This is an optimization exercise on Yosys and OpenROAD, whose aim is small area, not a production implementation.
Function was checked by simulation only, so behaviour that the tests miss may differ from the original.
Power is estimated from default activity; no workload was simulated.

==> config.mk <==
export PLATFORM = sky130hd
export DESIGN_NAME = fpgaDriver
export DESIGN_NICKNAME = fpgaDriver
export VERILOG_FILES = /design/flow/design.v
export SDC_FILE = /design/flow/constraint.sdc
export NUM_CORES = 4
export LEC_CHECK = 0
export CAP_MARGIN = 20
export CORE_MARGIN = 2
export CORE_UTILIZATION = 40
export SLEW_MARGIN = 20
==> constraint.sdc <==
create_clock -name core_clock -period 25.0 [get_ports {clk}]
set_input_delay 5.0000 -clock core_clock [delete_from_list [all_inputs] [get_ports {clk}]]
set_output_delay 5.0000 -clock core_clock [all_outputs]
set_load 0.01 [all_outputs]
==> design.v <==
module sevenSegmentDriver(
     hex,
     seg
);
	input [3:0] hex;
	output [6:0] seg;
	reg [6:0] seg;
	always @(hex)
	begin
		case (hex)
			'h0 : seg = 7'b1000000;
			'h1 : seg = 7'b1111001;
			'h2 : seg = 7'b0100100;
			'h3 : seg = 7'b0110000;
			'h4 : seg = 7'b0011001;
			'h5 : seg = 7'b0010010;
			'h6 : seg = 7'b0000010;
			'h7 : seg = 7'b1111000;
			'h8 : seg = 7'b0000000;
			'h9 : seg = 7'b0010000;
			'ha : seg = 7'b0001000;  
			'hb : seg = 7'b1111111;  
			'hc : seg = 7'b1000110;  
			'hd : seg = 7'b1000111;  
			'he : seg = 7'b0000110;  
			'hf : seg = 7'b0001110;  
			default : seg = 7'b1111111; 
		endcase
	end
endmodule
`timescale 1ns / 1ps
module fpgaDriver(clk, rst, led0, led1, led2, led3, led4, led5, led6, led7, led8, led9,
	switch0, switch1, switch2, switch8, switch9,
	button0, button1, button2, button3,
	hex0, hex1, hex2, hex3, hex4, hex5
);
	input rst;
	input clk, switch0, switch1, switch2, switch8, switch9, button0, button1, button2, button3;
	output wire led0, led1, led2, led3, led4, led5, led6, led7, led8, led9;
	output wire [6:0] hex0, hex1, hex2, hex3, hex4, hex5;
	assign led0 = switch0;
	assign led1 = 1'b0;
	assign led2 = ~button0;
	assign led3 = ~button1;
	assign led4 = ~button2;
	assign led5 = ~button3;
	assign led6 = 1'b0;
	assign led7 = 1'b0;
	assign led8 = switch8;
	assign led9 = switch9;
	reg buttonPressed;
	reg inputCounter;
	reg [2:0] p;             
	reg f;
	wire [3:0] dv = {4{f}} | {p != 3'd0, p[2] | p[1], p[2] | (p[1] & p[0]), p[2]};
	reg [1:0] dg3, dg2, dg1, dg0;  
	reg av;                  
	reg af;                  
	reg [1:0] ag;            
	reg [2:0] cnt [0:11];    
	reg [2:0] nItems;
	reg th;                  
	reg [3:0] t0, t1, t2;    
	reg t3;
	wire anyBtn = ~button0 | ~button1 | ~button2 | ~button3;
	wire [1:0] vd = {~button0 | (button1 & button2), ~button0 | ~button1};
	wire entry = switch0 & switch9 & ~inputCounter;
	wire addMode = ~switch8;
	localparam [1:0] D1 = 2'b10, D2 = 2'b00, D3 = 2'b01, D4 = 2'b11;
	wire [7:0] code = {dg3, dg2, dg1, dg0};
	wire [11:0] hit;
	assign hit[0] = code == {D3, D1, D2, D4};   
	assign hit[1] = code == {D4, D1, D3, D2};   
	assign hit[2] = code == {D4, D1, D3, D3};   
	assign hit[3] = code == {D3, D1, D2, D1};   
	assign hit[4] = code == {D3, D1, D3, D3};   
	assign hit[5] = code == {D3, D2, D1, D4};   
	assign hit[6] = code == {D1, D1, D1, D1};   
	assign hit[7] = code == {D2, D2, D2, D2};   
	assign hit[8] = code == {D3, D3, D3, D3};   
	assign hit[9] = code == {D4, D4, D4, D4};   
	assign hit[10] = code == {D1, D1, D2, D2};  
	assign hit[11] = code == {D3, D3, D4, D4};  
	wire anyHit = |hit;
	wire [1:0] am1 = {ag[0], ~(ag[1] ^ ag[0])};  
	function [11:0] price;
		input integer n;
		case (n)
			0: price = 250; 1: price = 50; 2: price = 75; 3: price = 200;
			4: price = 100; 5: price = 995; 6: price = 450; 7: price = 300;
			8: price = 400; 9: price = 600; 10: price = 500; 11: price = 150;
			default: price = 0;
		endcase
	endfunction
	function [12:0] dec;
		input [11:0] x;
		dec = {x % 10 == 5, 4'(x / 1000 % 10), 4'(x / 100 % 10), 4'(x / 10 % 10)};
	endfunction
	reg [2:0] cs;
	integer j;
	always @* begin
		cs = 3'd0;
		for (j = 0; j < 12; j = j + 1)
			cs = cs | ({3{hit[j]}} & cnt[j]);
	end
	wire [2:0] sum = cs[2] ? {1'b1, cs[1:0] + am1 + 2'd1} : {1'b1, am1};
	wire addOk = anyHit & (nItems != 3'd6) & (~cs[2] | ({1'b0, cs[1:0]} + {1'b0, am1} <= 3'd2));
	wire remOk = anyHit & cs[2];
	wire commit = entry & (p == 3'd4) & ~(addMode & ~af);
	wire addDo = commit & addMode & addOk;
	wire remDo = commit & ~addMode & remOk;
	wire clear = ~entry & ~(inputCounter & ~buttonPressed) & ~button3 & ~button2;
	wire take = entry & anyBtn & (p != 3'd4);
	wire takeAmt = entry & anyBtn & (p == 3'd4) & ~af & addMode;
	wire [1:0] kk = addMode ? am1 : cs[1:0];
	wire [11:0] hitDo = hit & {12{addDo | remDo}};
	reg [12:0] dd;
	always @* begin
		dd = 13'd0;
		for (j = 0; j < 12; j = j + 1)
			dd = dd | ({13{hitDo[j]}} & (kk == 2'd0 ? dec(price(j)) : kk == 2'd1 ? dec(price(j) * 2) :
				kk == 2'd2 ? dec(price(j) * 3) : dec(price(j) * 4)));
	end
	function [4:0] dig;   
		input [3:0] t;
		input [3:0] b;
		input sub;
		input c;
		reg [3:0] o;
		reg [4:0] s;
		begin
			o = sub ? ~b : b + 4'd6;
			s = t + o + c;
			dig = {s[4], s[4] ? s[3:0] : {s[3] ? {1'b0, s[2:1]} + 3'd1 : 3'd0, s[0]}};
		end
	endfunction
	wire dh = dd[12];
	wire nh = th ^ dh;
	wire c0 = addMode ? th & dh : th | ~dh;
	wire [4:0] r0 = dig(t0, dd[3:0], ~addMode, c0);
	wire [4:0] r1 = dig(t1, dd[7:4], ~addMode, r0[4]);
	wire [4:0] r2 = dig(t2, dd[11:8], ~addMode, r1[4]);
	wire n3 = addMode ? t3 | r2[4] : t3 & r2[4];
	always @(posedge clk)
		buttonPressed <= anyBtn;
	always @(posedge clk) begin
		if (p == 3'd0 & take) dg3 <= vd;
		if (p == 3'd1 & take) dg2 <= vd;
		if (p == 3'd2 & take) dg1 <= vd;
		if (p == 3'd3 & take) dg0 <= vd;
		if (takeAmt) ag <= vd;
	end
	always @(posedge clk) begin
		if (rst) inputCounter <= 1'b0;
		else if (entry) inputCounter <= 1'b1;
		else if (inputCounter & ~buttonPressed) inputCounter <= 1'b0;
	end
	always @(posedge clk) begin
		if (rst | clear | commit) p <= 3'd0;
		else if (take) p <= p + 3'd1;
	end
	always @(posedge clk) begin
		if (rst | clear) f <= 1'b0;
		else if (commit) f <= 1'b1;
	end
	always @(posedge clk) begin
		if (rst | clear) av <= 1'b0;
		else if (takeAmt) av <= 1'b1;
	end
	always @(posedge clk) begin
		if (rst | clear | (commit & addMode)) af <= 1'b0;
		else if (takeAmt) af <= 1'b1;
	end
	genvar gi;
	generate
		for (gi = 0; gi < 12; gi = gi + 1) begin : g_cnt
			always @(posedge clk) begin
				if (rst | (remDo & hit[gi])) cnt[gi] <= 3'd0;
				else if (addDo & hit[gi]) cnt[gi] <= sum;
			end
		end
	endgenerate
	always @(posedge clk) begin
		if (rst) nItems <= 3'd0;
		else if (addDo & ~cs[2]) nItems <= nItems + 3'd1;
		else if (remDo) nItems <= nItems - 3'd1;
	end
	always @(posedge clk) begin
		if (rst) begin
			th <= 1'b0; t0 <= 4'd0; t1 <= 4'd0; t2 <= 4'd0; t3 <= 1'b0;
		end else begin
			th <= nh; t0 <= r0[3:0]; t1 <= r1[3:0]; t2 <= r2[3:0]; t3 <= n3;
		end
	end
	localparam [6:0] S0 = 7'b1000000, S1 = 7'b1111001, S2 = 7'b0100100,
		S3 = 7'b0110000, S4 = 7'b0011001, S5 = 7'b0010010, S6 = 7'b0000010,
		S7 = 7'b1111000, S8 = 7'b0000000, S9 = 7'b0010000, SA = 7'b0001000,
		SB = 7'b1111111, SD = 7'b1000111, SE = 7'b0000110;
	function [6:0] seg;
		input [3:0] h;
		begin
			seg[0] = ~(h[3] | (~h[2] & ~h[0]) | (h[2] & h[0]) | h[1]);
			seg[1] = ~(~h[2] | (~h[1] & ~h[0]) | (h[1] & h[0]));
			seg[2] = ~h[2] & h[1] & ~h[0];
			seg[3] = (~h[3] & ~h[2] & ~h[1] & h[0]) | (h[2] & ~h[1] & ~h[0]) | (h[2] & h[1] & h[0]);
			seg[4] = (h[2] & ~h[1]) | h[0];
			seg[5] = (~h[3] & ~h[2] & h[0]) | (~h[2] & h[1]) | (h[1] & h[0]);
			seg[6] = (~h[3] & ~h[2] & ~h[1]) | (h[2] & h[1] & h[0]);
		end
	endfunction
	function [6:0] segz;
		input [3:0] h;
		begin
			segz[0] = ~(h[3] | (h[2] & h[0]) | h[1]);
			segz[1] = (~h[3] & ~h[2] & ~h[1] & ~h[0]) | (h[2] & ~h[1] & h[0]) | (h[2] & h[1] & ~h[0]);
			segz[2] = ~h[3] & ~h[2] & ~h[0];
			segz[3] = ~(h[3] | (~h[2] & h[1]) | (h[2] & ~h[1] & h[0]) | (h[1] & ~h[0]));
			segz[4] = (~h[3] & ~h[1]) | h[0];
			segz[5] = (~h[3] & ~h[2]) | (h[1] & h[0]);
			segz[6] = (~h[3] & ~h[2] & ~h[1]) | (h[2] & h[1] & h[0]);
		end
	endfunction
	function [6:0] segd;
		input [1:0] g;
		segd = {g[1] & ~g[0], ~(g[1] & g[0]), g[1] | g[0], g[1], ~g[1] & ~g[0], 1'b0, g[1]};
	endfunction
	function [6:0] sega;
		input [1:0] g;
		sega = g == 2'd0 ? S1 : g == 2'd1 ? S2 : g == 2'd2 ? S3 : S4;
	endfunction
	wire [6:0] e0 = dv[0] ? segd(dg0) : SB;
	wire [6:0] e1 = dv[1] ? segd(dg1) : SB;
	wire [6:0] e2 = dv[2] ? segd(dg2) : SB;
	wire [6:0] e3 = dv[3] ? segd(dg3) : SB;
	reg [6:0] h0, h1, h2, h3, h4, h5;
	always @* begin
		case ({switch9, switch8})
			2'b01: begin
				h0 = th ? S5 : S0;
				h1 = seg(t0);
				h2 = seg(t1);
				h3 = segz(t2);
				h4 = t3 ? S1 : SB;
				h5 = SB;
			end
			2'b10: begin
				h0 = av ? segd(ag) : S0;
				h1 = dv[3] ? SB : S0;
				h2 = dv[3] ? e0 : SA;
				h3 = e1;
				h4 = e2;
				h5 = e3;
			end
			2'b11: begin
				h0 = dv[3] ? SB : SD;
				h1 = dv[3] ? e0 : SE;
				h2 = dv[3] ? e1 : S0;
				h3 = e2;
				h4 = e3;
				h5 = SB;
			end
			default: begin
				h0 = SB; h1 = SB; h2 = SB; h3 = SB; h4 = SB; h5 = SB;
			end
		endcase
	end
	assign hex0 = h0;
	assign hex1 = h1;
	assign hex2 = h2;
	assign hex3 = h3;
	assign hex4 = h4;
	assign hex5 = h5;
endmodule
==> flow/run.sh <==
#!/bin/bash
# Layout flow: the standard flow with
#  * synthesis unchanged except for technology mapping: adders are left to ABC
#    (no ADDER_MAP_FILE), and ABC runs several area scripts (flow/abc_*.script)
#    in parallel, keeping the mapping with the least cell area (flow/abc_multi.sh)
#  * port buffers of the smallest buffer (buf_1)
#  * CTS with clkbuf_8 and without dummy loads
set -euo pipefail
W=$(pwd)
sed -e "s#^  log_cmd abc {\*}\$abc_args#  write_rtlil $W/pre_abc.il\n  exec bash $W/flow/abc_multi.sh $W/flow $W/pre_abc.il $W/post_abc.il {*}[lrange \$abc_args 2 end] >@ stdout 2>@ stderr\n  design -reset\n  read_rtlil $W/post_abc.il\n  hierarchy -top \$::env(DESIGN_NAME)#" \
  "$FLOW_HOME/scripts/synth.tcl" > my_synth.tcl
grep -q abc_multi my_synth.tcl
sed "s#\$::env(SCRIPTS_DIR)/synth.tcl#$W/my_synth.tcl#" synth_recipe.tcl > my_synth_recipe.tcl
sed "s#SYNTH_SCRIPT=[^ ]*#SYNTH_SCRIPT=$W/my_synth_recipe.tcl#" standard.sh > my_standard.sh
grep -q my_synth_recipe.tcl my_standard.sh
export ADDER_MAP_FILE=
export BUFFER_PORTS_ARGS="-buffer_cell sky130_fd_sc_hd__buf_1"
export CTS_ARGS="-sink_clustering_enable -buf_list sky130_fd_sc_hd__clkbuf_8 -dont_use_dummy_load"
bash my_standard.sh > flow_make.log 2>&1
==> flow/abc_1.script <==
strash
&get -n
&st
&deepsyn -T 90 -S 1
&dch -f
&nf -R 1000
&put
==> flow/abc_2.script <==
strash
&get -n
&st
&deepsyn -T 90 -S 2
&dch -f
&nf -R 1000
&put
==> flow/abc_3.script <==
strash
&get -n
&st
&deepsyn -T 90 -S 3
&dch -f
&nf -R 1000
&put
==> flow/abc_4.script <==
strash
&get -n
&st
&syn2
&dch -f
&nf -R 1000
&put
strash
&get -n
&st
&dch -f
&nf -R 1000
&put
==> flow/abc_multi.sh <==
#!/bin/bash
# abc_multi.sh DIR PRE.il OUT.il ABC_ARGS... : runs ABC with each DIR/abc_*.script on the
# design in PRE.il in parallel, and writes the mapped design with the least cell area to OUT.il
set -uo pipefail
D=$1; PRE=$2; OUT=$3; shift 3
LIB=""
for ((i = 1; i <= $#; i++)); do if [[ ${!i} == -liberty ]]; then j=$((i + 1)); LIB=${!j}; fi; done
T=$(dirname "$OUT")/abc_multi; mkdir -p "$T"
for s in "$D"/abc_*.script; do
  n=$(basename "$s" .script)
  ( "${YOSYS_EXE:-yosys}" -p "read_rtlil $PRE; abc -script $s $*; tee -o $T/$n.stat stat -liberty $LIB; write_rtlil $T/$n.il" > "$T/$n.log" 2>&1 ) &
done
wait
best=""; bestA=""
for s in "$D"/abc_*.script; do
  n=$(basename "$s" .script)
  a=$(grep "Chip area" "$T/$n.stat" 2>/dev/null | awk '{print $NF}')
  echo "abc_multi: $n area ${a:-failed}"
  [[ -n "$a" && -f "$T/$n.il" ]] || continue
  if [[ -z "$best" ]] || awk "BEGIN{exit !($a < $bestA)}"; then best=$n; bestA=$a; fi
done
[[ -n "$best" ]] || { echo "abc_multi: every ABC run failed"; exit 1; }
echo "abc_multi: best $best area $bestA"
cp "$T/$best.il" "$OUT"
==> standard.sh <==
#!/bin/bash
# synth_recipe.tcl (not shown) runs the flow's synth.tcl, then flattens the netlist and writes it again
# the make line also repeats each setting of config.mk as NAME=value (left out here)
make -C /OpenROAD-flow-scripts/flow DESIGN_CONFIG=/design/flow/config.mk WORK_HOME=/design/flow/orfs CLKGATE_MAP_FILE= SYNTH_SCRIPT=/design/flow/synth_recipe.tcl "${@:-finish}"
==> impl_metrics.csv, run 1 <==
group,metric,value,unit
status,status,"no timing/DRC/antenna violations",
synthesis,synthXorXnorAreaFrac,4.62,%
timing,timing.final.crit_share,49.8,%
final_layout,drive_above_1_share,2.76,%
timing,fin_skew,16.8,ps
die,coreArea,0.0107,mm^2
pwr,ir_worst_vdd,0.0326,mV
synthesis,yosys.area.top_type_share,28.0,%
synthesis,syn-cell-area,0.00436,mm^2
timing,finalSetupTns,0,ps
synthesis,ys_async_sr_fraction,0,%
timing,slew_headroom,40.8,%
grt,track_usage,24.7,%
synthesis,ys_warn_count,2,
pwr,p_per_area,62.9,mW/mm^2
synthesis,synthDistinctLibCells,54,
timing,drv_slew,0,
placed_design,port_buffers,57,
synthesis,synth-edff-count,10,
job,cap_violations,0,
synthesis,synth_top_family_by_area,"compound AO/OA/AOI/OAI gates",
synthesis,ys_seq_area_share,34.9,%
clock_tree,cts_tree,"yes",
worst_setup_path,crit_type,"input pin to output port",
grt,gr-max-usage-layer,"met2",
die,rows,38,
synthesis,synth_top_area_cell,"dfxtp_1",
synthesis,ys.flop_type,"dfxtp_1",
final_layout,final_nets,666,
worst_setup_path,crit_slowest_cell,"nor2_1",
worst_setup_path,required,20000,ps
synthesis,synthTopCellsByArea,"dfxtp_1 28%, a21oi_1 8.1%, o21ai_0 7.7%",
worst_setup_path,r2r_cells,39,
routing,wl_per_cell,17.5,um
timing,fmax,80.3,MHz
die,die-area,0.0118,mm^2
routing,drt-vias-per-instance,5.92,
routing,dr.first_iter.drc_count,442,
clock_tree,cts_hold_buf,0,
synthesis,yosys.area_share.adder,0.688,%
worst_setup_path,end_kind,"output port",
timing,holdWs,449,ps
worst_setup_path,max_stage_delay,570,ps
placed_design,dpl_cell_area,0.00475,mm^2
final_layout,area_growth,12.0,%
min_path,min-delay-start,"cnt[5][2]",
grt,grt_pass1_wl,22400,um
clock_tree,path_clk_slew,60,ps
final_layout,n_antenna_cell,0,
placed_design,gp_congestion,0.931,
worst_setup_path,regToRegStartpoint,"dg1[1]",
worst_setup_path,path_buf_inv,4,
die,initial_core_util,40.6,%
clock_tree,cts_setup_buffers,0,
grt,grtUsageMet1,33.0,%
synthesis,synth-simple-area-share,27.3,%
placed_design,dp_hpwl,10300,um
synthesis,synth_cells,587,
pwr,p_leak,1.70,nW
min_path,worstHoldPathCells,2,
worst_setup_path,path_max_fanout,28,
synthesis,synth_compound_gate_area_share,28.9,%
grt,antenna_found_initial,0,
routing,wl,13800,um
timing,finalCriticalPeriod,12460,ps
worst_setup_path,timing.rr.end,"t2[3]",
worst_setup_path,cp.arrival,7460,ps
worst_setup_path,crit_chain,"buf_1 > buf_4 > clkinv_1 > nor2_1 > o21ai_0 > o22ai_1 > nand2_1 > nand2_1 > o21ai_0 > and2_0 > buf_1",
die,dieHeight,108,um
timing,hold_violations,0,
final_layout,utilization,45.5,%
die,io_pins,63,
min_path,whs_endpoint,"cnt[5][2]",
timing,setup_violations,0,
grt,grt_pass1_vias,4276,
worst_setup_path,rrSetupSlack,16120,ps
clock_tree,clock-sinks,71,
synthesis,ys_ff_latch,71,
synthesis,postSynthAreaPerCell,7.43,um^2
min_path,hold_class,"flip-flop to flip-flop",
routing,num_vias,4694,
grt,grt_use_met3,5.24,%
clock_tree,clock_latency,360,ps
timing,tightest_slew,878,ps
synthesis,synth.area.mux_share,0.487,%
clock_tree,cts_buffers,9,
routing,firstDrtPassIters,5,
clock_tree,htreeDepth,3,
clock_tree,cts-root-buf,"clkbuf_8",
die,die-width,108,um
clock_tree,cts_resized,0,
worst_setup_path,cp-start-kind,"input pin",
routing,drc_errors,0,
routing,ant_nets,0,
final_layout,fillCellCount,1158,
clock_tree,clockBufferDepth,2,
grt,overflow,0,
worst_setup_path,crit_family,"buffers and inverters",
grt,grtUsageMet2,38.9,%
grt,grt_max_degree,29,
final_layout,final_area,0.00489,mm^2
timing,rsz0062_at_grt,"false",
==> power breakdown <==
| group | total [mW] | switching [mW] | internal, mW |
|---|---|---|---|
| Combinational | 0.0960 | 0.0574 | 0.0386 |
| Sequential | 0.140 | 0.0155 | 0.124 |
| Clock | 0.0719 | 0.0398 | 0.0321 |
==> state kept, by name (all words and copies together) (netlist names), 2 cells and up <==
name	flops
ag	2
cnt	36
dg0	2
dg1	2
dg2	2
dg3	2
nItems	3
p	3
t0	4
t1	4
t2	4
==> worst reg2reg max path: cells and delay by family, from the launching register on <==
family	cells	cell delay, ps
buffers and inverters	3	560
DFF	1	530
muxes	1	250
and+or+nand+nor	20	4210
AOI/OAI and AO/OA	11	1950
adders and majority gates	3	1110
xor gates and xnor gates	1	150
==> worst max path at each step <==
stage | from | cells past startpoint | end | slack [ps]
2_1_floorplan | switch8 | 8 | hex1[0] | 13720
3_3_place_gp | switch8 | 11 | hex1[0] | 12570
3_5_place_dp | switch8 | 11 | hex1[0] | 12550
4_1_cts | switch8 | 11 | hex1[0] | 12540
5_1_grt | switch8 | 35 | t2[3] | 12230
6_report | switch8 | 11 | hex1[0] | 12540
==> layout make-up <==
class	count	area (um^2)	area share (%)
timing repair buffer	63	259	5.30
tap	140	175	3.58
clock buffer	9	124	2.53
multi-input combinational	490	2730	55.9
inverter	20	75.1	1.54
sequential	71	1520	31.1
==> routing by layer <==
| layer | wire (um) | up-vias |
|---|---|---|
| li1 | - | 2288 |
| met1 | 6430 | 2208 |
| met2 | 6210 | 162 |
| met3 | 882 | 36 |
| met4 | 320 | 0 |
| met5 | 0 | - |
==> placed cells by master (no fill, tap or decap), types with 4 or more instances in the layout <==
| cell type | n |
|---|---|
| xor2_1 | 9 |
| nand2_1 | 60 |
| a22oi_1 | 9 |
| a31oi_1 | 4 |
| nor2_1 | 73 |
| edfxtp_1 | 10 |
| and3_1 | 11 |
| or3_1 | 4 |
| a21boi_0 | 4 |
| and2_0 | 20 |
| a221oi_1 | 4 |
| buf_1 | 57 |
| nor2b_1 | 8 |
| clkbuf_8 | 9 |
| or2_0 | 5 |
| nor3_1 | 25 |
| dfxtp_1 | 61 |
| nor4_1 | 9 |
| a21oi_1 | 70 |
| clkinv_1 | 20 |
| o21ai_0 | 67 |
| buf_4 | 6 |
| xnor2_1 | 13 |
| nor3b_1 | 4 |
| nand3_1 | 13 |
| o22ai_1 | 7 |
| nand2b_1 | 8 |
| a211oi_1 | 4 |
| o21a_1 | 15 |
==> synthesized netlist by cell type (5+ instances only) <==
cell type and number:
edfxtp_1 10, xor2_1 10, a21oi_1 71, nor4_1 9, nand2_1 60, nand3_1 13
xnor2_1 13, dfxtp_1 61, and2_0 20, buf_4 8, clkinv_1 20, or2_0 5
a22oi_1 9, nand2b_1 8, o21ai_0 67, nor2_1 73, nor3_1 25, and3_1 11
o21a_1 15, o22ai_1 7, nor2b_1 8
==> cells by family after synthesis <==
family | count (synthesis)
AND/OR/NAND/NOR | 248
AO/OA/AOI/OAI | 211
flip-flops | 71
buffers and inverters | 28
XOR/XNOR | 23
adder cells (fa/ha/maj) | 3
multiplexers | 2
other | 1
==> metrics by stage <==
| stage | instances | power [mW] | setup WS [ps] |
|---|---|---|---|
| 2_1_floorplan | 589 | 0.211 | 13720 |
| 3_3_place_gp | 784 | 0.233 | 12570 |
| 3_5_place_dp | 784 | 0.236 | 12550 |
| 4_1_cts | 793 | 0.307 | 12540 |
| 5_1_grt | 793 | 0.329 | 12230 |
| 6_report | 793 | 0.307 | 12540 |
==> run 2, diff against run 1 <==
--- a/config.mk
+++ b/config.mk
@@ -7,5 +7,5 @@
 export LEC_CHECK = 0
-export CAP_MARGIN = 20
+export CAP_MARGIN = 0
 export CORE_MARGIN = 2
 export CORE_UTILIZATION = 40
-export SLEW_MARGIN = 20
+export SLEW_MARGIN = 0
==> impl_metrics.csv, run 2 <==
group,metric,value,unit
synthesis,yosys-top-cells-count,"75 x nand2_1, 70 x a21oi_1, 61 x dfxtp_1",
final_layout,drive_above_1_share,3.20,%
synthesis,syn-cell-area,0.00438,mm^2
pwr,p_leak,1.75,nW
worst_setup_path,cp.arrival,7460,ps
pwr,p_per_area,59.8,mW/mm^2
die,coreArea,0.0107,mm^2
die,io_pins,63,
synthesis,synthTopCellsByArea,"dfxtp_1 28%, a21oi_1 8.0%, edfxtp_1 6.9%",
worst_setup_path,regToRegStartpoint,"dg2[0]",
clock_tree,clock-sinks,71,
pwr,seqPwrFrac,45.9,%
routing,dr.first_iter.drc_count,581,
worst_setup_path,r2r_cells,36,
synthesis,ys_async_sr_fraction,0,%
clock_tree,cts_setup_buffers,0,
routing,drc_errors,0,
worst_setup_path,crit_chain,"buf_1 > buf_4 > clkinv_1 > nand2_1 > nor2_1 > nor2_1 > a21o_1 > o211ai_1 > and2_0 > buf_1",
clock_tree,cts_tree,"yes",
synthesis,yosys.area.top_type_share,27.9,%
pwr,switching_share,35.5,%
synthesis,synth_top_family_by_area,"compound AO/OA/AOI/OAI gates",
worst_setup_path,timing.rr.end,"t2[3]",
synthesis,ys_warn_count,2,
synthesis,synth_compound_gate_area_share,28.9,%
final_layout,area_growth,12.5,%
die,rows,38,
timing,setup_violations,0,
timing,fin_skew,22.9,ps
worst_setup_path,crit_type,"input pin to output port",
grt,overflow,0,
timing,tightest_slew,1140,ps
routing,wl,13400,um
pwr,p_int,0.190,mW
worst_setup_path,crit_slowest_cell,"clkinv_1",
grt,grt_max_degree,31,
timing,drv_slew,0,
routing,ant_nets,0,
clock_tree,htreeDepth,3,
synthesis,synth-edff-count,10,
final_layout,n_antenna_cell,0,
synthesis,yosys.area_share.adder,1.37,%
synthesis,synth_cells,587,
status,status,"no timing/DRC/antenna violations",
die,initial_core_util,40.8,%
die,die-area,0.0118,mm^2
pwr,p_sw,0.105,mW
placed_design,dpl_cell_area,0.00480,mm^2
timing,fmax,80.2,MHz
worst_setup_path,required,20000,ps
clock_tree,cts-root-buf,"clkbuf_8",
final_layout,final_area,0.00493,mm^2
synthesis,synthDistinctLibCells,48,
routing,firstDrtPassIters,7,
job,cap_violations,0,
timing,finalCriticalPeriod,12460,ps
clock_tree,cts_hold_buf,0,
worst_setup_path,max_stage_delay,500,ps
clock_tree,cts_buffers,9,
synthesis,ys.flop_type,"dfxtp_1",
pwr,ir_worst_vdd,0.0467,mV
clock_tree,cts_resized,0,
clock_tree,clock_latency,350,ps
synthesis,synth.area.mux_share,0,%
synthesis,synth-simple-area-share,27.6,%
placed_design,gp_congestion,0.927,
grt,grt_pass1_vias,4209,
clock_tree,path_clk_slew,60,ps
timing,finalSetupTns,0,ps
synthesis,yosysMostFrequentCell,"nand2_1",
timing,hold_violations,0,
final_layout,layout_commonest_cell,"nand2_1",
final_layout,final_nets,670,
final_layout,largest_reg_flops,36,
placed_design,dp_hpwl,9960,um
worst_setup_path,rrSetupSlack,15870,ps
timing,timing.final.crit_share,49.8,%
timing,rsz0062_at_grt,"false",
final_layout,regMostFlops,"cnt",
clock_tree,clockBufferDepth,2,
worst_setup_path,critPathLaunch,"switch8",
worst_setup_path,path_max_fanout,30,
worst_setup_path,cp-start-kind,"input pin",
worst_setup_path,endpoint,"hex1[0]",
final_layout,layout_common_cells,"75 x nand2_1, 70 x a21oi_1, 61 x dfxtp_1",
die,dieHeight,109,um
die,die-width,109,um
synthesis,ys_seq_area_share,34.7,%
routing,wl_per_cell,16.9,um
pwr,combPwrFrac,29.9,%
timing,slew_headroom,23.8,%
min_path,hold_class,"flip-flop to flip-flop",
synthesis,ys_ff_latch,71,
routing,drt-vias-per-instance,5.88,
placed_design,port_buffers,57,
pwr,clockPowerShare,24.1,%
worst_setup_path,end_kind,"output port",
grt,track_usage,23.5,%
pwr,power,0.295,mW
grt,grt_pass1_wl,21600,um
synthesis,postSynthAreaPerCell,7.46,um^2
synthesis,synthXorXnorAreaFrac,4.20,%
routing,num_vias,4689,
grt,antenna_found_initial,0,
synthesis,synth_top_area_cell,"dfxtp_1",
-- run 2: cell type report --
| cell class | instances | area, um^2 |
|---|---|---|
| fill | 1111 | 5820 |
| multi-input combinational | 489 | 2740 |
| sequential | 71 | 1520 |
| timing repair buffer | 67 | 289 |
| tap | 140 | 175 |
| clock buffer | 9 | 124 |
| inverter | 21 | 78.8 |
-- run 2: worst min-delay path by stage --
stage / cells past startpoint / from / endpoint
floorplan: 1 / nItems[2] / nItems[2]
global placement: 1 / nItems[2] / nItems[2]
detailed placement: 1 / nItems[2] / nItems[2]
CTS: 1 / nItems[2] / nItems[2]
global route: 1 / cnt[8][2] / cnt[8][2]
finish: 1 / nItems[2] / nItems[2]
-- run 2: power groups by stage --
stage / combinational [mW] / sequential [mW] / clock [mW]
finish: 0.0882 / 0.135 / 0.0711
global route: 0.100 / 0.137 / 0.0776
CTS: 0.0876 / 0.135 / 0.0731
detailed placement: 0.0871 / 0.137 / 0
global placement: 0.0850 / 0.137 / 0
floorplan: 0.0672 / 0.133 / 0
-- run 2: cell families after synthesis --
| logic type | Yosys count |
|---|---|
| AOI/OAI and AO/OA | 206 |
| other | 1 |
| DFF | 71 |
| xor gates and xnor gates | 21 |
| buffers and inverters | 29 |
| adders and majority gates | 6 |
| and+or+nand+nor | 253 |
-- run 2: routing by layer --
layer  global-route usage, %  up-vias  wire length [um]
met1                    32.9     2186              6110
met4                    7.97        0               277
met2                    36.3      185              6030
met5                       0        -                 0
li1                        -     2290                 -
met3                    4.24       28              1020
-- run 2: per-stage QoR --
stage | hold slack, ps | std cells | util (%) | setup WS, ps
4_1_cts | 463 | 797 | 45.9 | 12620
5_1_grt | 489 | 797 | 45.9 | 11900
3_5_place_dp | 454 | 788 | 44.7 | 12280
3_3_place_gp | 441 | 788 | 44.7 | 12500
2_1_floorplan | 424 | 589 | - | 12380
6_report | 458 | 797 | 45.9 | 12540
-- run 2: critical path, delay by kind of cell --
kind	cells	cell delay, ps
AO/OA/AOI/OAI	2	330
buffers and inverters	4	1030
AND/OR/NAND/NOR	4	1080
==> run 3, diff against run 2 <==
--- a/flow/run.sh
+++ b/flow/run.sh
@@ -3,3 +3,3 @@
 #  * synthesis unchanged except for technology mapping: adders are left to ABC
-#    (no ADDER_MAP_FILE), and ABC runs several area scripts (flow/abc_*.script)
+#    (no ADDER_MAP_FILE), and ABC runs several area scripts (deepsyn with 8 seeds) (flow/abc_*.script)
 #    in parallel, keeping the mapping with the least cell area (flow/abc_multi.sh)
==> flow/abc_4.script (replaced) <==
strash
&get -n
&st
&deepsyn -T 90 -S 4
&dch -f
&nf -R 1000
&put
==> flow/abc_5.script (new file) <==
strash
&get -n
&st
&deepsyn -T 90 -S 5
&dch -f
&nf -R 1000
&put
==> flow/abc_6.script (new file) <==
strash
&get -n
&st
&deepsyn -T 90 -S 6
&dch -f
&nf -R 1000
&put
==> flow/abc_7.script (new file) <==
strash
&get -n
&st
&deepsyn -T 90 -S 7
&dch -f
&nf -R 1000
&put
==> flow/abc_8.script (new file) <==
strash
&get -n
&st
&deepsyn -T 90 -S 8
&dch -f
&nf -R 1000
&put
--- a/flow/abc_multi.sh
+++ b/flow/abc_multi.sh
@@ -8,7 +8,10 @@
 T=$(dirname "$OUT")/abc_multi; mkdir -p "$T"
-for s in "$D"/abc_*.script; do
-  n=$(basename "$s" .script)
-  ( "${YOSYS_EXE:-yosys}" -p "read_rtlil $PRE; abc -script $s $*; tee -o $T/$n.stat stat -liberty $LIB; write_rtlil $T/$n.il" > "$T/$n.log" 2>&1 ) &
-done
-wait
+run_one() {
+  local s=$1; shift
+  local n; n=$(basename "$s" .script)
+  "${YOSYS_EXE:-yosys}" -p "read_rtlil $PRE; abc -script $s $*; tee -o $T/$n.stat stat -liberty $LIB; write_rtlil $T/$n.il" > "$T/$n.log" 2>&1
+}
+export -f run_one
+export PRE T LIB YOSYS_EXE
+ls "$D"/abc_*.script | xargs -P "${NUM_CORES:-4}" -I{} bash -c 'run_one "$@"' _ {} "$@"
 best=""; bestA=""
==> impl_metrics.csv, run 3 <==
group,metric,value,unit
status,status,"no timing/DRC/antenna violations",
placed_design,port_buffers,57,
timing,rsz0062_at_grt,"false",
min_path,min-delay-start,"cnt[5][2]",
synthesis,yosysMostFrequentCell,"nor2_1",
die,coreArea,0.0107,mm^2
routing,firstDrtPassIters,5,
die,initial_core_util,40.6,%
grt,grt_max_degree,29,
clock_tree,clock_latency,370,ps
worst_setup_path,cp-start-kind,"input pin",
clock_tree,cts_tree,"yes",
synthesis,ys_ff_latch,71,
worst_setup_path,r2r_cells,39,
die,rows,38,
synthesis,yosys.area.top_type_share,28.0,%
clock_tree,cts_resized,0,
worst_setup_path,cp.arrival,7470,ps
grt,grt_pass1_wl,22400,um
clock_tree,cts_buffers,9,
timing,finalSetupTns,0,ps
synthesis,synth-edff-count,10,
grt,track_usage,24.7,%
min_path,worstHoldPathCells,2,
min_path,whs_endpoint,"cnt[5][2]",
worst_setup_path,required,20000,ps
pwr,p_per_area,63.1,mW/mm^2
die,dieHeight,108,um
final_layout,area_growth,11.6,%
routing,num_vias,4713,
timing,finalCriticalPeriod,12470,ps
die,io_pins,63,
final_layout,regMostFlops,"cnt",
pwr,switching_share,36.6,%
final_layout,largest_reg_flops,36,
synthesis,postSynthAreaPerCell,7.43,um^2
worst_setup_path,max_stage_delay,580,ps
worst_setup_path,crit_type,"input pin to output port",
clock_tree,cts_hold_buf,0,
clock_tree,htreeDepth,3,
final_layout,fillCellCount,1159,
pwr,power,0.307,mW
pwr,ir_worst_vdd,0.0327,mV
grt,antenna_found_initial,0,
final_layout,final_nets,666,
timing,holdWs,449,ps
synthesis,ys_warn_count,2,
pwr,combPwrFrac,31.2,%
clock_tree,cts_setup_buffers,0,
routing,dr.first_iter.drc_count,406,
worst_setup_path,rrSetupSlack,16210,ps
routing,wl,13800,um
worst_setup_path,crit_slowest_cell,"nor2_1",
pwr,clockPowerShare,23.5,%
clock_tree,clockBufferDepth,2,
synthesis,yosys-top-cells-count,"73 x nor2_1, 71 x a21oi_1, 67 x o21ai_0",
final_layout,n_antenna_cell,0,
final_layout,layout_common_cells,"73 x nor2_1, 71 x a21oi_1, 67 x o21ai_0",
timing,setup_violations,0,
timing,fin_skew,16.6,ps
routing,drt-vias-per-instance,5.94,
routing,ant_nets,0,
routing,drc_errors,0,
placed_design,dp_hpwl,10300,um
min_path,hold_class,"flip-flop to flip-flop",
synthesis,ys_async_sr_fraction,0,%
synthesis,synth_cells,587,
pwr,p_leak,1.69,nW
timing,drv_slew,0,
synthesis,ys.flop_type,"dfxtp_1",
synthesis,ys_seq_area_share,34.9,%
die,die-width,108,um
final_layout,drive_above_1_share,2.30,%
worst_setup_path,crit_chain,"buf_1 > buf_4 > clkinv_1 > nor2_1 > o21ai_0 > o22ai_1 > nand2_1 > nand2_1 > o21ai_0 > and2_0 > buf_1",
pwr,seqPwrFrac,45.4,%
synthesis,synthDistinctLibCells,54,
grt,overflow,0,
synthesis,synthTopCellsByArea,"dfxtp_1 28%, a21oi_1 8.1%, o21ai_0 7.7%",
placed_design,gp_congestion,0.931,
pwr,p_int,0.195,mW
clock_tree,path_clk_slew,60,ps
synthesis,syn-cell-area,0.00436,mm^2
timing,fmax,80.2,MHz
worst_setup_path,regToRegStartpoint,"dg1[1]",
worst_setup_path,path_max_fanout,28,
final_layout,utilization,45.3,%
routing,wl_per_cell,17.4,um
timing,tightest_slew,1220,ps
final_layout,layout_commonest_cell,"nor2_1",
pwr,p_sw,0.113,mW
timing,hold_violations,0,
clock_tree,cts-root-buf,"clkbuf_8",
timing,timing.final.crit_share,49.9,%
synthesis,synth_top_area_cell,"dfxtp_1",
grt,grt_pass1_vias,4276,
worst_setup_path,end_kind,"output port",
die,die-area,0.0118,mm^2
clock_tree,clock-sinks,71,
timing,slew_headroom,17.3,%
job,cap_violations,0,
worst_setup_path,timing.rr.end,"t2[3]",
-- run 3: cell types whose count changed after synthesis, moves of 4 or more --
cell	before	now
nand2_1	75	60
nor4_1	1	9
o22ai_1	2	7
o21ai_0	55	67
or2_0	10	5
nor3_1	32	25
a22oi_1	13	9
nor2_1	58	73
and3_1	5	11
or3_1	9	4
-- run 3: how the worst max path moves through the flow --
stage            start       to  cells past startpoint
6_report       switch8  hex1[0]                     11
2_1_floorplan  switch8  hex1[0]                      8
5_1_grt        switch8    t2[3]                     35
3_3_place_gp   switch8  hex1[0]                     11
3_5_place_dp   switch8  hex1[0]                     11
4_1_cts        switch8  hex1[0]                     11
-- run 3: cell type report --
class / instances / area [um^2] / share of cell area, %
multi-input cells: 490 / 2720 / 55.8
inverters: 20 / 75.1 / 1.54
flip-flops and latches: 71 / 1520 / 31.2
clock buffers: 9 / 124 / 2.54
repair buffers: 63 / 259 / 5.32
well taps: 140 / 175 / 3.60
-- run 3: cells by family after synthesis --
logic type / share of synthesized area (%)
mux: 0.487
other cells: 0.0859
xor+xnor: 4.62
flops: 34.9
buf+inv: 3.10
simple gates: 27.3
fa+ha+maj: 0.688
compound gates: 28.9
-- run 3: power by group through the flow --
stage / sequential, mW / combinational, mW / clock (mW)
after floorplan: 0.137 / 0.0740 / 0
final: 0.140 / 0.0958 / 0.0721
after global placement: 0.141 / 0.0920 / 0
after detailed placement: 0.141 / 0.0946 / 0
after CTS: 0.139 / 0.0950 / 0.0731
after global routing: 0.142 / 0.109 / 0.0780
-- run 3: worst max-delay path, delay by kind of cell --
family | cells | cell delay (ps)
simple gates | 4 | 910
compound gates | 3 | 580
buf+inv | 4 | 940
-- run 3: stage by stage --
step / setup WS (ps) / cell area [um^2] / std cells
final: 12530 / 4870 / 793
after floorplan: 13720 / 4370 / 589
after global routing: 12260 / 4870 / 793
after global placement: 12570 / 4750 / 784
after CTS: 12540 / 4870 / 793
after detailed placement: 12550 / 4750 / 784
-- run 3: metal layers --
layer	wire (um)	track usage, %	up-vias
met1	6240	33.0	2205
met4	331	9.80	0
met2	6200	38.9	184
li1	-	-	2289
met5	0	0	-
met3	1020	5.24	35
==> run 4, diff against run 3 <==
==> flow/run.sh (replaced) <==
#!/bin/bash
# Layout flow: the standard flow with
#  * synthesis unchanged except for technology mapping: adders are left to ABC
#    (no ADDER_MAP_FILE), and ABC runs several area scripts (flow/abc_*.script,
#    flow/abc_multi.sh); the NCAND mappings with the least cell area are each laid
#    out in full, and the layout with the least standard-cell area is kept
#  * port buffers of the smallest buffer (buf_1)
#  * CTS with clkbuf_8 and without dummy loads
set -euo pipefail
W=$(pwd)
NCAND=3
sed -e "s#^  log_cmd abc {\*}\$abc_args#  write_rtlil \$::env(RESULTS_DIR)/pre_abc.il\n  exec bash $W/flow/abc_multi.sh $W/flow \$::env(RESULTS_DIR)/pre_abc.il \$::env(RESULTS_DIR)/post_abc.il {*}[lrange \$abc_args 2 end] >@ stdout 2>@ stderr\n  design -reset\n  read_rtlil \$::env(RESULTS_DIR)/post_abc.il\n  hierarchy -top \$::env(DESIGN_NAME)#" \
  "$FLOW_HOME/scripts/synth.tcl" > my_synth.tcl
grep -q abc_multi my_synth.tcl
sed "s#\$::env(SCRIPTS_DIR)/synth.tcl#$W/my_synth.tcl#" synth_recipe.tcl > my_synth_recipe.tcl
export ADDER_MAP_FILE=
export BUFFER_PORTS_ARGS="-buffer_cell sky130_fd_sc_hd__buf_1"
export CTS_ARGS="-sink_clustering_enable -buf_list sky130_fd_sc_hd__clkbuf_8 -dont_use_dummy_load"
export ABC_CACHE=$W/abc_multi
for k in $(seq 1 $NCAND); do
  mkdir -p "$W/out_$k"
  sed -e "s#SYNTH_SCRIPT=[^ ]*#SYNTH_SCRIPT=$W/my_synth_recipe.tcl#" -e "s#$W/orfs#$W/orfs_$k#g" -e "s#$W/out/#$W/out_$k/#g" \
    standard.sh > my_standard_$k.sh
  ABC_PICK=$k bash my_standard_$k.sh synth > flow_synth_$k.log 2>&1
done
for k in $(seq 1 $NCAND); do
  bash my_standard_$k.sh > flow_make_$k.log 2>&1 &
done
wait || true
best=""; bestA=""
for k in $(seq 1 $NCAND); do
  odb=$W/orfs_$k/results/$FLOW_PLATFORM/fpgaDriver/base/6_final.odb
  [[ -f $odb && -f $W/out_$k/final.def ]] || { echo "candidate $k: no layout"; continue; }
  a=$(AREA_ODB=$odb openroad -no_init -exit "$W/flow/area.tcl" 2>&1 | tee area_$k.log | awk '/^CELLAREA/ {print $2}')
  echo "candidate $k: cell area $a"
  [[ -n "$a" ]] || continue
  if [[ -z "$best" ]] || awk "BEGIN{exit !($a < $bestA)}"; then best=$k; bestA=$a; fi
done
[[ -n "$best" ]] || { echo "no candidate layout"; exit 1; }
echo "kept candidate $best (cell area $bestA)"
rm -rf "$W/orfs"
mv "$W/orfs_$best" "$W/orfs"
cp "$W/out_$best/final.def" "$W/out/final.def"
==> flow/abc_multi.sh (replaced) <==
#!/bin/bash
# abc_multi.sh DIR PRE.il OUT.il ABC_ARGS... : runs ABC with each DIR/abc_*.script on the
# design in PRE.il in parallel, and writes the mapped design with the least cell area to OUT.il
set -uo pipefail
D=$1; PRE=$2; OUT=$3; shift 3
LIB=""
for ((i = 1; i <= $#; i++)); do if [[ ${!i} == -liberty ]]; then j=$((i + 1)); LIB=${!j}; fi; done
T=${ABC_CACHE:-$(dirname "$OUT")/abc_multi}; mkdir -p "$T"
run_one() {
  local s=$1; shift
  local n; n=$(basename "$s" .script)
  [[ -f $T/$n.stat && -f $T/$n.il ]] && return 0
  "${YOSYS_EXE:-yosys}" -p "read_rtlil $PRE; abc -script $s $*; tee -o $T/$n.stat stat -liberty $LIB; write_rtlil $T/$n.il" > "$T/$n.log" 2>&1
}
export -f run_one
export PRE T LIB YOSYS_EXE
ls "$D"/abc_*.script | xargs -P "${NUM_CORES:-4}" -I{} bash -c 'run_one "$@"' _ {} "$@"
rank=$(for s in "$D"/abc_*.script; do
  n=$(basename "$s" .script)
  a=$(grep "Chip area" "$T/$n.stat" 2>/dev/null | awk '{print $NF}')
  echo "abc_multi: $n area ${a:-failed}" >&2
  [[ -n "$a" && -f "$T/$n.il" ]] && echo "$a $n"
done | sort -g -k1,1 -k2,2)
[[ -n "$rank" ]] || { echo "abc_multi: every ABC run failed"; exit 1; }
k=${ABC_PICK:-1}
n=$(echo "$rank" | sed -n "${k}p" | awk '{print $2}')
[[ -n "$n" ]] || n=$(echo "$rank" | head -1 | awk '{print $2}')
echo "abc_multi: pick $k: $n"
cp "$T/$n.il" "$OUT"
==> flow/area.tcl (new file) <==
# prints the standard-cell area of a layout, without tap, fill and decap cells
read_db $::env(AREA_ODB)
set a 0.0
foreach inst [[ord::get_db_block] getInsts] {
  set m [$inst getMaster]
  set n [$m getName]
  if {[string match "*tapvpwrvgnd*" $n] || [string match "*fill*" $n] || [string match "*decap*" $n]} continue
  set a [expr {$a + [$m getWidth] * [$m getHeight] / 1e6}]
}
puts "CELLAREA $a"
removed: flow/abc_5.script
removed: flow/abc_6.script
removed: flow/abc_7.script
removed: flow/abc_8.script
==> impl_metrics.csv, run 4 <==
group,metric,value,unit
routing,firstDrtPassIters,5,
worst_setup_path,path_max_fanout,28,
routing,drc_errors,0,
timing,fin_skew,16.6,ps
die,die-width,108,um
routing,ant_nets,0,
timing,rsz0062_at_grt,"false",
synthesis,ys_ff_latch,71,
placed_design,placed_cells,784,
routing,wl_per_cell,17.4,um
worst_setup_path,cp.arrival,7470,ps
grt,antenna_found_initial,0,
final_layout,drive_above_1_share,2.30,%
timing,tightest_slew,1220,ps
worst_setup_path,rrSetupSlack,16210,ps
clock_tree,cts_setup_buffers,0,
synthesis,synthTopCellsByArea,"dfxtp_1 28%, a21oi_1 8.1%, o21ai_0 7.7%",
synthesis,synth-edff-count,10,
clock_tree,clock-sinks,71,
clock_tree,cts_resized,0,
die,io_pins,63,
final_layout,instances_no_fill,793,
placed_design,dp_hpwl,10300,um
min_path,whs_endpoint,"cnt[5][2]",
synthesis,yosysMostFrequentCell,"nor2_1",
synthesis,ys_seq_area_share,34.9,%
worst_setup_path,timing.rr.end,"t2[3]",
timing,hold_violations,0,
synthesis,ys.flop_type,"dfxtp_1",
clock_tree,cts_tree,"yes",
min_path,min-delay-start,"cnt[5][2]",
placed_design,port_buffers,57,
timing,timing.final.crit_share,49.9,%
routing,num_vias,4713,
routing,dr.first_iter.drc_count,406,
job,cap_violations,0,
die,initial_core_util,40.6,%
clock_tree,cts_hold_buf,0,
die,coreArea,0.0107,mm^2
clock_tree,path_clk_slew,60,ps
worst_setup_path,regToRegStartpoint,"dg1[1]",
die,die-area,0.0118,mm^2
grt,grt_pass1_vias,4276,
worst_setup_path,cp-start-kind,"input pin",
worst_setup_path,required,20000,ps
die,rows,38,
routing,wl,13800,um
timing,finalSetupTns,0,ps
worst_setup_path,crit_chain,"buf_1 > buf_4 > clkinv_1 > nor2_1 > o21ai_0 > o22ai_1 > nand2_1 > nand2_1 > o21ai_0 > and2_0 > buf_1",
final_layout,regMostFlops,"cnt",
worst_setup_path,end_kind,"output port",
synthesis,ys_warn_count,2,
final_layout,final_nets,666,
worst_setup_path,crit_type,"input pin to output port",
grt,grt_max_degree,29,
clock_tree,cts_buffers,9,
synthesis,yosys.area.top_type_share,28.0,%
min_path,hold_class,"flip-flop to flip-flop",
timing,finalCriticalPeriod,12470,ps
grt,grt_pass1_wl,22400,um
final_layout,layout_commonest_cell,"nor2_1",
clock_tree,clock_latency,370,ps
final_layout,area_growth,11.6,%
final_layout,largest_reg_flops,36,
status,status,"no timing/DRC/antenna violations",
grt,track_usage,24.7,%
die,dieHeight,108,um
placed_design,gp_congestion,0.931,
pwr,p_per_area,63.1,mW/mm^2
timing,drv_slew,0,
final_layout,n_antenna_cell,0,
pwr,p_leak,1.69,nW
synthesis,synth_top_area_cell,"dfxtp_1",
pwr,power,0.307,mW
pwr,ir_worst_vdd,0.0327,mV
clock_tree,clockBufferDepth,2,
clock_tree,cts-root-buf,"clkbuf_8",
routing,drt-vias-per-instance,5.94,
synthesis,yosys-top-cells-count,"73 x nor2_1, 71 x a21oi_1, 67 x o21ai_0",
min_path,worstHoldPathCells,2,
grt,overflow,0,
synthesis,ys_async_sr_fraction,0,%
timing,fmax,80.2,MHz
final_layout,layout_common_cells,"73 x nor2_1, 71 x a21oi_1, 67 x o21ai_0",
worst_setup_path,max_stage_delay,580,ps
synthesis,syn-cell-area,0.00436,mm^2
worst_setup_path,r2r_cells,39,
synthesis,synth_cells,587,
timing,setup_violations,0,
timing,slew_headroom,17.3,%
worst_setup_path,crit_slowest_cell,"nor2_1",
synthesis,synthDistinctLibCells,54,
clock_tree,htreeDepth,3,
synthesis,postSynthAreaPerCell,7.43,um^2
run 4: cell counts in the layout (fill, tap and decap cells not counted):
No cell type changed its count.
run 4: logic make-up after synthesis:
kind of cell               count (synthesis)  share of synthesized area (%)
xor gates and xnor gates                  23                           4.62
other                                      1                         0.0859
buffers and inverters                     28                           3.10
and+or+nand+nor                          248                           27.3
adders and majority gates                  3                          0.688
DFF                                       71                           34.9
muxes                                      2                          0.487
AOI/OAI and AO/OA                        211                           28.9
run 4: layout make-up:
cell class | count | area, um^2
timing repair buffer | 63 | 259
inverter | 20 | 75.1
clock buffer | 9 | 124
tap | 140 | 175
multi-input combinational | 490 | 2720
fill | 1159 | 5880
sequential | 71 | 1520
run 4: per-layer routing:
layer / track usage (%) / vias up / routed length [um]
li1: - / 2289 / -
met1: 33.0 / 2205 / 6240
met2: 38.9 / 184 / 6200
met3: 5.24 / 35 / 1020
met4: 9.80 / 0 / 331
met5: 0 / - / 0
run 4: power by group:
group          internal (mW)  switching (mW)
registers              0.124          0.0154
logic                 0.0385          0.0573
clock network         0.0321          0.0400
run 4: critical path: cells and delay by family:
kind	cells	cell delay (ps)
AOI/OAI and AO/OA	3	580
buffers and inverters	4	940
and+or+nand+nor	4	910
run 4: metrics by stage:
stage	setup slack (ps)	area [um^2]	hold WS [ps]	util, %
after floorplan	13720	4370	422	-
after global placement	12570	4750	434	44.2
after detailed placement	12550	4750	437	44.2
after CTS	12540	4870	447	45.3
after global routing	12260	4870	478	45.3
final	12530	4870	449	45.3
run 4: worst max-delay path by stage:
stage	from	endpoint	slack (ps)	cells after the start
2_1_floorplan	switch8	hex1[0]	13720	8
3_3_place_gp	switch8	hex1[0]	12570	11
3_5_place_dp	switch8	hex1[0]	12550	11
4_1_cts	switch8	hex1[0]	12540	11
5_1_grt	switch8	t2[3]	12260	35
6_report	switch8	hex1[0]	12530	11
==> run 5, diff against run 4 <==
--- a/design.v
+++ b/design.v
@@ -106,4 +106,4 @@
 	wire [2:0] sum = cs[2] ? {1'b1, cs[1:0] + am1 + 2'd1} : {1'b1, am1};
-	wire addOk = anyHit & (nItems != 3'd6) & (~cs[2] | ({1'b0, cs[1:0]} + {1'b0, am1} <= 3'd2));
-	wire remOk = anyHit & cs[2];
+	wire addOk = (nItems != 3'd6) & (~cs[2] | ({1'b0, cs[1:0]} + {1'b0, am1} <= 3'd2));
+	wire remOk = cs[2];
 	wire commit = entry & (p == 3'd4) & ~(addMode & ~af);
@@ -184,3 +184,3 @@
 		if (rst) nItems <= 3'd0;
-		else if (addDo & ~cs[2]) nItems <= nItems + 3'd1;
+		else if (addDo & anyHit & ~cs[2]) nItems <= nItems + 3'd1;
 		else if (remDo) nItems <= nItems - 3'd1;
==> impl_metrics.csv, run 5 <==
group,metric,value,unit
placed_design,dpl_cell_area,0.00473,mm^2
synthesis,synth_top_area_cell,"dfxtp_1",
status,status,"no timing/DRC/antenna violations",
die,rows,38,
clock_tree,clockBufferDepth,2,
synthesis,ys_warn_count,2,
routing,dr.first_iter.drc_count,433,
clock_tree,cts_hold_buf,0,
clock_tree,cts_buffers,9,
worst_setup_path,crit_chain,"buf_1 > clkinv_1 > nand2_1 > a22o_1 > nand2b_1 > a22oi_1 > a32oi_1 > buf_1",
worst_setup_path,end_kind,"output port",
final_layout,seq_area,0.00152,mm^2
worst_setup_path,cp-start-kind,"input pin",
job,cap_violations,0,
worst_setup_path,path_buf_inv,3,
grt,overflow,0,
worst_setup_path,crit_type,"input pin to output port",
die,dieHeight,108,um
synthesis,yosysMostFrequentCell,"nor2_1",
grt,grt_pass1_wl,21600,um
timing,tightest_slew,953,ps
pwr,p_per_area,62.0,mW/mm^2
grt,grt_max_degree,38,
clock_tree,cts_resized,0,
synthesis,synthTopCellsByArea,"dfxtp_1 28%, o21ai_0 10%, nor2_1 7.9%",
worst_setup_path,required,20000,ps
final_layout,area_growth,11.2,%
final_layout,multi_input_area,0.00271,mm^2
die,die-area,0.0118,mm^2
die,io_pins,63,
synthesis,ys_ff_latch,71,
final_layout,largest_reg_flops,36,
synthesis,syn-cell-area,0.00437,mm^2
synthesis,postSynthAreaPerCell,7.31,um^2
worst_setup_path,crit_family,"buffers and inverters",
final_layout,regMostFlops,"cnt",
timing,setup_violations,0,
pwr,p_leak,1.68,nW
die,initial_core_util,40.6,%
synthesis,yosys-top-cells-count,"92 x nor2_1, 88 x o21ai_0, 68 x nand2_1",
worst_setup_path,timing.rr.end,"t2[3]",
min_path,hold_class,"flip-flop to flip-flop",
routing,drc_errors,0,
clock_tree,cts_tree,"yes",
final_layout,utilization,45.2,%
timing,fmax,81.1,MHz
timing,rsz0062_at_grt,"false",
final_layout,layout_common_cells,"92 x nor2_1, 88 x o21ai_0, 68 x nand2_1",
worst_setup_path,critPathLaunch,"switch9",
worst_setup_path,cp.arrival,7330,ps
clock_tree,clock_latency,350,ps
clock_tree,htreeDepth,3,
clock_tree,clock-sinks,71,
timing,hold_violations,0,
pwr,ir_worst_vdd,0.0493,mV
final_layout,final_nets,674,
placed_design,dp_hpwl,10300,um
routing,wl_per_cell,17.1,um
routing,ant_nets,0,
final_layout,layout_commonest_cell,"nor2_1",
worst_setup_path,regToRegStartpoint,"dg2[1]",
pwr,power,0.301,mW
grt,antenna_found_initial,0,
timing,fin_skew,10.3,ps
synthesis,synthDistinctLibCells,51,
routing,firstDrtPassIters,5,
timing,timing.final.crit_share,49.3,%
routing,num_vias,4681,
grt,track_usage,23.7,%
timing,slew_headroom,35.6,%
worst_setup_path,cpMostUsedCell,"buf_1",
synthesis,synth_cells,597,
final_layout,fillCellCount,1132,
final_layout,final_area,0.00486,mm^2
synthesis,synth-edff-count,10,
placed_design,port_buffers,57,
grt,grt_pass1_vias,4320,
worst_setup_path,crit_slowest_cell,"buf_1",
synthesis,ys.flop_type,"dfxtp_1",
worst_setup_path,path_max_fanout,19,
clock_tree,cts_setup_buffers,0,
worst_setup_path,max_stage_delay,670,ps
final_layout,n_antenna_cell,0,
synthesis,ys_seq_area_share,34.8,%
worst_setup_path,endpoint,"hex0[4]",
placed_design,gp_congestion,0.927,
synthesis,yosys.area.top_type_share,28.0,%
worst_setup_path,worst-path-stages,8,
routing,wl,13700,um
die,die-width,108,um
timing,finalSetupTns,0,ps
timing,finalCriticalPeriod,12330,ps
die,coreArea,0.0107,mm^2
timing,drv_slew,0,
worst_setup_path,rrSetupSlack,16830,ps
final_layout,drive_above_1_share,1.97,%
clock_tree,path_clk_slew,60,ps
worst_setup_path,r2r_cells,34,
routing,drt-vias-per-instance,5.84,
synthesis,ys_async_sr_fraction,0,%
clock_tree,cts-root-buf,"clkbuf_8",
## run 5: worst min path at each step
stage	startpoint	to	slack [ps]	depth (start not counted)
final	cnt[1][2]	cnt[1][2]	450	2
after global routing	cnt[1][2]	cnt[1][2]	480	2
after CTS	cnt[1][2]	cnt[1][2]	450	2
after detailed placement	cnt[1][2]	cnt[1][2]	440	2
after global placement	cnt[9][1]	cnt[9][1]	430	2
after floorplan	cnt[1][2]	cnt[1][2]	420	2
## run 5: cell type report
type,instances,area share [%]
multi-input combinational,499,55.9
sequential,71,31.3
timing repair buffer,61,5.02
tap,140,3.61
clock buffer,9,2.55
inverter,21,1.62
## run 5: stage by stage
step	setup WS, ps	hold WS, ps	instances
3_5_place_dp	12750	444	792
6_report	12670	448	801
4_1_cts	12760	453	801
2_1_floorplan	13890	421	599
3_3_place_gp	12760	435	792
5_1_grt	12440	481	801
## run 5: logic make-up after synthesis
logic type,Yosys count,share of synthesized area [%]
adder cells (fa/ha/maj),2,0.458
XOR/XNOR,24,4.81
AND/OR/NAND/NOR,274,29.4
other,1,0.0859
AO/OA/AOI/OAI,194,26.8
multiplexers,2,0.458
flip-flops,71,34.8
buffers and inverters,29,3.18
## run 5: per-layer routing
| layer | up-vias | part of all wire [%] | GRT usage [%] |
|---|---|---|---|
| li1 | 2290 | - | - |
| met1 | 2200 | 46 | 31.8 |
| met2 | 157 | 45 | 36.9 |
| met3 | 34 | 6.4 | 5.18 |
| met4 | 0 | 2.8 | 9.34 |
| met5 | - | 0 | 0 |
## run 5: tightest hold or removal path, stage by stage, from the launching register on
cell,delay (ps)
dfxtp_1,310
clkinv_1,40
a21oi_1,50
## run 5: where the power goes
group	switching, mW	leakage (nW)	internal (mW)
sequential	0.0130	0.583	0.123
combinational	0.0564	1.03	0.0366
clock	0.0397	0.0647	0.0321
total	0.109	1.68	0.192

-- re-timing with driven ports --
Ports are ideal in the flow. The routed layouts listed here were re-timed in OpenROAD.
Step 1, drivers: a clkbuf_16 drives clk and a buf_2 each remaining input, both assumed.
Step 2 also shifts input and output timing later by t, the mid clock arrival at the registers, as if the neighbouring blocks saw the same clock.
a / b / c = ideal / step 1 / step 2; a / b = the first two.
run | shift t [ns] | setup slack, ns | worst setup path at the end | worst data-port slew with drivers (ns) | pins driven straight from the clock port
run 1 | 0.387 | 12.542 / 12.518 / 12.518 | input to output | 0.03 | 1
run 2 | 0.382 | 12.538 / 12.517 / 12.217 | input to register | 0.03 | 1
run 3 | 0.391 | 12.533 / 12.509 / 12.509 | input to output | 0.03 | 1
run 4 | 0.391 | 12.533 / 12.509 / 12.509 | input to output | 0.03 | 1
run 5 | 0.385 | 12.668 / 12.642 / 12.642 | input to output | 0.03 | 1
After both steps setup and hold are still met in every run listed. For run 2, which loses most, drivers alone change the setup slack by -0.021 ns; drivers and shift together by -0.321 ns.
